What follows belongs to an exercise in optimizing a design on an open flow for small area; a production flow would make more cautious choices.
Function not checked in this run: the RTL went through the layout flow alone.
Power is estimated from default activity; no workload was simulated.

$ cat design/flow/flow/run.sh
#!/bin/bash
# Standard layout; the clock tree is built without dummy loads and the
# ports get the smallest buffer.
export CTS_ARGS="-sink_clustering_enable -repair_clock_nets -sink_clustering_size 20 -sink_clustering_max_diameter 50 -buf_list sky130_fd_sc_hd__clkbuf_8 -dont_use_dummy_load"
export BUFFER_PORTS_ARGS="-buffer_cell sky130_fd_sc_hd__buf_1"
bash standard.sh > standard.log 2>&1
$ cat design/flow/standard.sh
#!/bin/bash
# synth_recipe.tcl (not shown) runs the flow's synth.tcl, then flattens the netlist and writes it again
# the make line also repeats each setting of config.mk as NAME=value (left out here)
make -C /OpenROAD-flow-scripts/flow DESIGN_CONFIG=/design/flow/config.mk WORK_HOME=/design/flow/orfs CLKGATE_MAP_FILE= SYNTH_SCRIPT=/design/flow/synth_recipe.tcl "${@:-finish}"
$ cat design/flow/config.mk
export PLATFORM = sky130hd
export DESIGN_NAME = top
export DESIGN_NICKNAME = top
export VERILOG_FILES = /design/flow/design.v
export SDC_FILE = /design/flow/constraint.sdc
export NUM_CORES = 4
export LEC_CHECK = 0
export CAP_MARGIN = 20
export CORE_MARGIN = 2
export CORE_UTILIZATION = 70
export CTS_BUF_LIST = sky130_fd_sc_hd__clkbuf_8
export CTS_CLUSTER_DIAMETER = 50
export CTS_CLUSTER_SIZE = 20
export PLACE_DENSITY = 0.85
export SLEW_MARGIN = 20
$ cat design/flow/constraint.sdc
create_clock -name core_clock -period 10.0 [get_ports {Clock}]
set_input_delay 2.0000 -clock core_clock [delete_from_list [all_inputs] [get_ports {Clock}]]
set_output_delay 2.0000 -clock core_clock [all_outputs]
set_load 0.01 [all_outputs]
$ cat design/flow/design.v
module uart_rx (
   input        i_Clock,
   input        i_Reset,
   input        i_Rx_Serial,
   output       o_Cmd,       
   output       o_Pop,       
   output       o_Hold,      
   output       o_Wr_Win,    
   output [7:0] o_Lane       
   );
  localparam s_STOP   = 4'd0;
  localparam s_CLEAN  = 4'd1;    
  localparam s_CMD1   = 4'd2;    
  localparam s_CMD2   = 4'd3;    
  localparam s_IDLE   = 4'd4;
  localparam s_STARTC = 4'd6;    
  localparam s_START  = 4'd7;
  localparam s_DATA0  = 4'd8;    
  reg       r_Rx_Data;
  reg [3:0] r_SM;
  reg [6:0] r_Cnt;
  reg       r_Hold;
  reg       r_Miss;
  wire       w_Data  = r_SM[3];
  wire       w_Low0  = (r_SM[2:0] == 3'd0);
  wire       w_Busy  = r_SM[3] | (r_SM[2] & r_SM[1]) | (w_Low0 & ~r_SM[3]);
  wire       w_Full  = r_Cnt[6] & r_Cnt[4] & r_Cnt[2] & r_Cnt[1];    
  wire       w_Samp  = w_Data & w_Full;
  wire [2:0] k = r_SM[2:0];
  wire       w_Exp   = (~k[2] & k[1]) | (k[2] & ~k[0]);
  wire [4:0] w_SCry;
  assign w_SCry[0] = 1'b1;
  assign w_SCry[1] = r_SM[0];
  assign w_SCry[2] = r_SM[0] & r_SM[1];
  assign w_SCry[3] = r_SM[0] & r_SM[1] & r_SM[2];
  wire [3:0] w_SInc = r_SM ^ w_SCry[3:0];
  wire [7:0] w_Cry;
  assign w_Cry[0] = 1'b1;
  genvar c;
  generate
    for (c = 0; c < 7; c = c + 1)
      begin : inc
        assign w_Cry[c+1] = w_Cry[c] & r_Cnt[c];
      end
  endgenerate
  always @(posedge i_Clock)
    begin
      if (i_Reset)
        r_Rx_Data <= 1'b1;
      else
        r_Rx_Data <= i_Rx_Serial;
    end
  always @(posedge i_Clock)
    begin
      r_Cnt <= w_Busy ? ({7{~w_Full}} & (r_Cnt ^ w_Cry[6:0])) : 7'd43;
      if (w_Samp)
        begin
          r_Hold <= r_Rx_Data;
          r_Miss <= (~w_Low0 & r_Miss) | (r_Rx_Data ^ w_Exp);
        end
    end
  always @(posedge i_Clock)
    begin
      if (i_Reset)
        r_SM <= s_IDLE;
      else
        case (r_SM)
          s_CLEAN, s_STARTC :
            r_SM <= w_SInc;
          s_CMD1 :
            r_SM <= r_Rx_Data ? s_CMD2 : s_STARTC;
          s_CMD2, s_IDLE, 4'd5 :
            r_SM <= r_Rx_Data ? s_IDLE : s_START;
          s_START :
            if (w_Full)
              r_SM <= r_Rx_Data ? s_IDLE : s_DATA0;
          default :
            if (w_Full)
              r_SM <= w_SInc;
        endcase
    end
  assign o_Cmd    = (r_SM == s_CMD2) | (r_SM == s_STARTC);
  assign o_Pop    = !r_Miss;
  assign o_Hold   = r_Hold;
  assign o_Wr_Win = (r_SM[3] ^ w_Low0) & (r_Cnt[6:5] == 2'b00);
  genvar g;
  generate
    for (g = 0; g < 8; g = g + 1)
      begin : lane
        assign o_Lane[g] = (r_SM[2:0] == ((g + 1) % 8));
      end
  endgenerate
endmodule
module uart_tx (
   input        i_Clock,
   input        i_Reset,
   input        i_Rd,        
   input        i_Empty,     
   input        i_Hit,       
   input        i_Bit,       
   output [2:0] o_Lane,
   output       o_Tx_Active,
   output reg   o_Tx_Serial,
   output       o_Tx_Done
   );
  localparam s_STOP  = 4'd0;
  localparam s_CLEAN = 4'd1;
  localparam s_IDLE  = 4'd2;
  localparam s_IDLED = 4'd3;   
  localparam s_PRED  = 4'd5;
  localparam s_PRE   = 4'd6;
  localparam s_START = 4'd7;   
  reg [3:0] r_SM;
  reg [6:0] r_Cnt;
  reg       r_Next;
  reg       r_Zero;
  wire w_Data  = r_SM[3];
  wire w_Start = (r_SM == s_START);
  wire w_Busy  = r_SM[3] | w_Start | (r_SM == s_STOP);
  wire w_Ready = ~r_SM[3] & ~r_SM[2] & (r_SM[1] | r_SM[0]);   
  wire w_Full  = r_Cnt[6] & r_Cnt[4] & r_Cnt[2] & r_Cnt[1];    
  wire w_Fetch = w_Busy & (r_Cnt[6:5] == 2'b01) & i_Hit;
  wire [4:0] w_SCry;
  assign w_SCry[0] = 1'b1;
  assign w_SCry[1] = r_SM[0];
  assign w_SCry[2] = r_SM[0] & r_SM[1];
  assign w_SCry[3] = r_SM[0] & r_SM[1] & r_SM[2];
  wire [3:0] w_SInc = r_SM ^ w_SCry[3:0];
  wire [7:0] w_Cry;
  assign w_Cry[0] = 1'b1;
  genvar c;
  generate
    for (c = 0; c < 7; c = c + 1)
      begin : inc
        assign w_Cry[c+1] = w_Cry[c] & r_Cnt[c];
      end
  endgenerate
  always @(posedge i_Clock)
    begin
      r_Cnt <= {7{w_Busy & ~w_Full}} & (r_Cnt ^ w_Cry[6:0]);
      if (w_Fetch)
        r_Next <= i_Bit;
      if (w_Ready & i_Rd)
        r_Zero <= i_Empty;
    end
  always @(posedge i_Clock)
    begin
      if (i_Reset)
        begin
          r_SM        <= s_IDLE;
          o_Tx_Serial <= 1'b1;
        end
      else
        begin
          if (w_Start)
            o_Tx_Serial <= 1'b0;
          else if (w_Data)
            begin
              if (r_Cnt[6:5] == 2'b00)
                o_Tx_Serial <= r_Next & ~r_Zero;
            end
          else
            o_Tx_Serial <= 1'b1;
          case (r_SM)
            s_CLEAN :
              r_SM <= i_Rd ? s_PRED : s_IDLED;
            s_IDLED, s_IDLE, 4'd4 :
              r_SM <= i_Rd ? s_PRE : s_IDLE;
            s_PRED, s_PRE :
              r_SM <= s_START;
            default :
              if (w_Full)
                r_SM <= w_SInc;
          endcase
        end
    end
  assign o_Lane      = r_SM[2:0] + 3'd1;
  assign o_Tx_Active = w_Busy;
  assign o_Tx_Done   = ~r_SM[3] & r_SM[0] & ~(r_SM[2] & r_SM[1]);   
endmodule
module synq_fifo (
    input        clk,
    input        rst,
    input        wr_en,      
    input        rd_en,      
    input        lane_wr,    
    input  [7:0] lane_sel,
    input        lane_bit,
    input  [2:0] rd_lane,    
    output       rd_hit,     
    output       rd_bit,
    output       f_empty,
    output       f_full
    );
    reg [7:0] r_Ring [0:31];
    reg [4:0] a_pos, b_pos;
    reg       r_last_push;    
    wire w_eq   = (a_pos == b_pos);
    wire w_pop  = rd_en & ~f_empty;
    wire w_push = wr_en & ~f_full;
    wire w_wr   = lane_wr & (b_pos == 5'd0) & ~f_full;
    wire [5:0] a_bor, b_bor;
    assign a_bor[0] = ~w_pop;
    assign b_bor[0] = ~w_push;
    genvar g;
    generate
        for (g = 0; g < 5; g = g + 1)
        begin : dec
            assign a_bor[g+1] = a_bor[g] & ~a_pos[g];
            assign b_bor[g+1] = b_bor[g] & ~b_pos[g];
        end
    endgenerate
    integer i;
    always @(posedge clk)
    begin
        for (i = 0; i < 31; i = i + 1)
            r_Ring[i] <= r_Ring[i+1];
        r_Ring[31] <= (w_wr ? lane_sel : 8'h00) & {8{lane_bit}} |
                      (w_wr ? ~lane_sel : 8'hFF) & r_Ring[0];
    end
    always @(posedge clk)
    begin
        if (rst)
        begin
            a_pos  <= 0;
            b_pos  <= 0;
            r_last_push <= 0;
        end
        else
        begin
            a_pos <= a_pos ^ a_bor[4:0];
            b_pos <= b_pos ^ b_bor[4:0];
            if (w_pop)
                r_last_push <= 0;
            else if (w_push)
                r_last_push <= 1;
        end
    end
    assign rd_hit  = (a_pos == 5'd1);
    assign rd_bit  = r_Ring[0][rd_lane];
    assign f_empty = w_eq & ~r_last_push;
    assign f_full  = w_eq & r_last_push;
endmodule
module control_logic(
    input  i_Cmd,
    input  i_Pop,
    output o_wr_en,
    output o_rd_en
    );
    assign o_wr_en = i_Cmd & ~i_Pop;
    assign o_rd_en = i_Cmd & i_Pop;
endmodule
module top(
    input Clock,
    input Reset,
    input Rx_Serial,
    output f_full,
    output f_empty,
    output Tx_Active,
    output Tx_Serial,
    output Tx_Done
    );
    wire       cmd, pop, hold, wr_win, rd, wr, hit, rbit;
    wire [7:0] lane;
    wire [2:0] tx_lane;
uart_rx uart_rx_inst(
   .i_Clock(Clock),
   .i_Reset(Reset),
   .i_Rx_Serial(Rx_Serial),
   .o_Cmd(cmd),
   .o_Pop(pop),
   .o_Hold(hold),
   .o_Wr_Win(wr_win),
   .o_Lane(lane)
   );
control_logic control_logic_inst(
    .i_Cmd(cmd),
    .i_Pop(pop),
    .o_wr_en(wr),
    .o_rd_en(rd)
    );
synq_fifo synq_fifo_inst(
    .clk(Clock),
    .rst(Reset),
    .wr_en(wr),
    .rd_en(rd),
    .lane_wr(wr_win),
    .lane_sel(lane),
    .lane_bit(hold),
    .rd_lane(tx_lane),
    .rd_hit(hit),
    .rd_bit(rbit),
    .f_empty(f_empty),
    .f_full(f_full)
    );
uart_tx uart_tx_inst(
   .i_Clock(Clock),
   .i_Reset(Reset),
   .i_Rd(rd),
   .i_Empty(f_empty),
   .i_Hit(hit),
   .i_Bit(rbit),
   .o_Lane(tx_lane),
   .o_Tx_Active(Tx_Active),
   .o_Tx_Serial(Tx_Serial),
   .o_Tx_Done(Tx_Done)
   );
endmodule
==> run summary <==
-- critical path, cell delays in order, from the launching register on --
cell and delay [ps]:
dfxtp_1 390, xnor2_1 130, nand3_1 300, or3_1 470, nor2_1 140, buf_1 170
-- per-stage QoR --
stage / instances / setup WS (ps)
floorplan: 510 / 6700
global placement: 641 / 6460
detailed placement: 641 / 6430
CTS: 660 / 5880
global route: 660 / 5720
finish: 660 / 5890
-- per-layer routing --
| metal | share of wire, % | routed length (µm) |
|---|---|---|
| met1 | 46 | 4920 |
| met3 | 4.3 | 462 |
| met4 | 2.1 | 228 |
| met2 | 48 | 5160 |
| met5 | 0 | 0 |
-- synth_stat cells (5+ instances only) --
library cell | instances | area (µm²)
and3_1 | 7 | 43.8
buf_2 | 6 | 30.0
nand2_1 | 5 | 18.8
dfxtp_1 | 291 | 5830
inv_1 | 19 | 71.3
mux2i_1 | 5 | 50.1
a211oi_1 | 6 | 45.0
mux2_1 | 6 | 67.6
clkbuf_1 | 5 | 18.8
xnor2_1 | 9 | 78.8
ha_1 | 30 | 375
o2111ai_1 | 5 | 43.8
o21ai_0 | 11 | 55.1
a21oi_1 | 10 | 50.1
nor2_1 | 26 | 97.6
a21o_1 | 6 | 45.0
-- cells by family (layout without fill, tap and decap cells) --
| kind of cell | count (synthesis) | count (layout) |
|---|---|---|
| DFF | 295 | 295 |
| and+or+nand+nor | 69 | 69 |
| AOI/OAI and AO/OA | 57 | 57 |
| buffers and inverters | 31 | 45 |
| adders and majority gates | 30 | 30 |
| muxes | 16 | 16 |
| xor gates and xnor gates | 12 | 12 |
-- area by class of cell --
cell class                 instances  area [µm²]  area share (%)
sequential                       295        5950            75.0
multi-input combinational        184        1460            18.3
clock buffer                      19         262            3.30
inverter                          19        71.3           0.899
timing repair buffer               7        26.3           0.331
tap                              136         170            2.15
-- power breakdown --
part | switching, µW | total [µW] | internal [µW]
Clock | 309 | 481 | 172
Combinational | 114 | 203 | 89.7
Sequential | 36.6 | 1250 | 1210
Total | 459 | 1930 | 1470
-- state kept, by name, indices dropped and copies added, names as in the netlist --
register,cells
synq_fifo_inst.r_Ring,256
uart_tx_inst.o_Tx_Serial,1
synq_fifo_inst.b_pos,5
uart_tx_inst.r_Zero,1
uart_rx_inst.r_Hold,1
synq_fifo_inst.a_pos,5
uart_rx_inst.r_Rx_Data,1
synq_fifo_inst.r_last_push,1
uart_rx_inst.r_Miss,1
uart_rx_inst.r_Cnt,7
uart_tx_inst.r_SM,4
uart_rx_inst.r_SM,4
uart_tx_inst.r_Cnt,7
uart_tx_inst.r_Next,1
-- path summary, 6_finish.rpt --
kind	start	endpoint	slack, ps	depth (start not counted)
setup reg to reg	uart_rx_inst.r_SM[1]	synq_fifo_inst.r_Ring[31][4]	7080	8
hold reg to reg	synq_fifo_inst.r_Ring[22][4]	synq_fifo_inst.r_Ring[21][4]	310	0
setup / recovery	synq_fifo_inst.a_pos[2]	f_empty	5890	5
hold / removal	synq_fifo_inst.r_Ring[22][4]	synq_fifo_inst.r_Ring[21][4]	310	0
==> impl_metrics.ini <==
[global_routing]
grt_pass1_wl_mm = 17.5
grt_overflow_total = 0
antenna_found_initial = 0
grt_usage_pct = 19.6
grt_pass1_vias = 3461
top_usage_layer = met2
grt_max_degree = 21
grt_use_met3_pct = 3.15
use_met1_pct = 27.4
use_met2_pct = 31.3

[logic_synthesis]
synth_fa_ha_area_share_pct = 4.99
synth-simple-area-share_pct = 5.20
ys.warnings.count = 4
synth_compound_area_share_pct = 5.14
seq_area_frac_synth_pct = 79.0
yosysUniqueCellTypes = 48
synth-xor-area-share_pct = 1.40
synth_fp_nets = 543
synth_edf_count = 4
muxShareOfSynthArea_pct = 2.61
yosys_most_used_dff = dfxtp_1
synth_area_mm2 = 0.00752
synth_seq_cells = 295
netlist_instances = 510
avgSynthCellArea_um2 = 14.8
synthArstFlopShare_pct = 0
synth_top_family_by_area = simple AND/OR/NAND/NOR gates

[cells_and_area]
num-nets-final = 559
area_growth_pct = 5.39
drive_gt1_share_pct = 6.11
final_area_mm2 = 0.00793
final_cell_mix = dfxtp_1, ha_1, nor2_1
final_common_cell = dfxtp_1
antenna_cells = 0
final.fill_count = 608
finish.utilization_pct = 76.5

[sta]
slew_viol_final = 0
finalCritPeriodShare_pct = 41.1
rsz0062_at_grt = false
setup_viol = 0
min_period_ps = 4110
timing.slew.headroom_pct = 49.6
clock_skew_ps = 28.6
tns_ps = 0
fmax_ghz = 0.243
hold_slack_ps = 314
finalHoldViolations = 0
tightestPinTransition_ps = 757

[place]
port_buffers = 7
placed_cell_area_mm2 = 0.00767
dpl.hpwl_mm = 7.07
gp_congestion = 0.755

[status]
outcome = finished clean

[die]
die_w_um = 108
fp.coreArea_mm2 = 0.0104
io_pins = 8
row_count = 37
dieArea_mm2 = 0.0116
start_util_pct = 72.6
die_h_um = 108

[detailed_routing]
drt-total-wl_mm = 10.8
drtPass1Iterations = 4
routedWlPerCell_um = 16.3
vias = 3468
drtIter0Drc = 192
drc_errors = 0
vias_per_cell = 5.25
antenna_left = 0

[cts]
clockRootBuffer = clkbuf_8
cts.path.max_buffers = 3
htreeDepth = 1
hold_buffers = 0
clock_latency_ps = 500
post_cts_buffers = 0
cts_buffers = 19
cts-resized-gates = 0
cts.sinks = 295
cts_tree = yes
path_clk_slew_ps = 110

[min_path]
worstHoldPathType = flip-flop to flip-flop

[setup_path]
end_kind = output port
arrival_ps = 2110
cp-start-kind = flip-flop
path_max_fanout = 11
required_ps = 8000
criticalPathCategory = flip-flop to output port

[pwr]
leakagePower_uw = 0.00327
powerDensity_mw_per_mm2 = 243
vdd_ir_drop_max_v = 0.000192
power.total_uw = 1930

[flow_run]
maxCapViolCount = 0

-- afterwards: timing with drivers on the ports --
The flow's constraints put no driver on any port. The routed layout listed below was extracted and timed again, unchanged, in two steps. Step 1: set_driving_cell puts a clkbuf_16 on Clock and a buf_2 on each other input, an assumption about the parent block. Step 2, shift: input delay + t, output delay - t, t = (earliest + latest rising clock arrival at the registers) / 2. This alone moves slack from input paths to output paths. Three values: ideal, step 1, step 2; two values: the first two.
shift t [ns]: 0.524
setup slack, ns: 5.892 / 5.855 / 6.379
worst slew at a driven data input, ns: 0.03
After both steps setup and hold are still met in this run. The setup slack of this run moves by -0.037 ns with the drivers and by +0.487 ns with both steps.
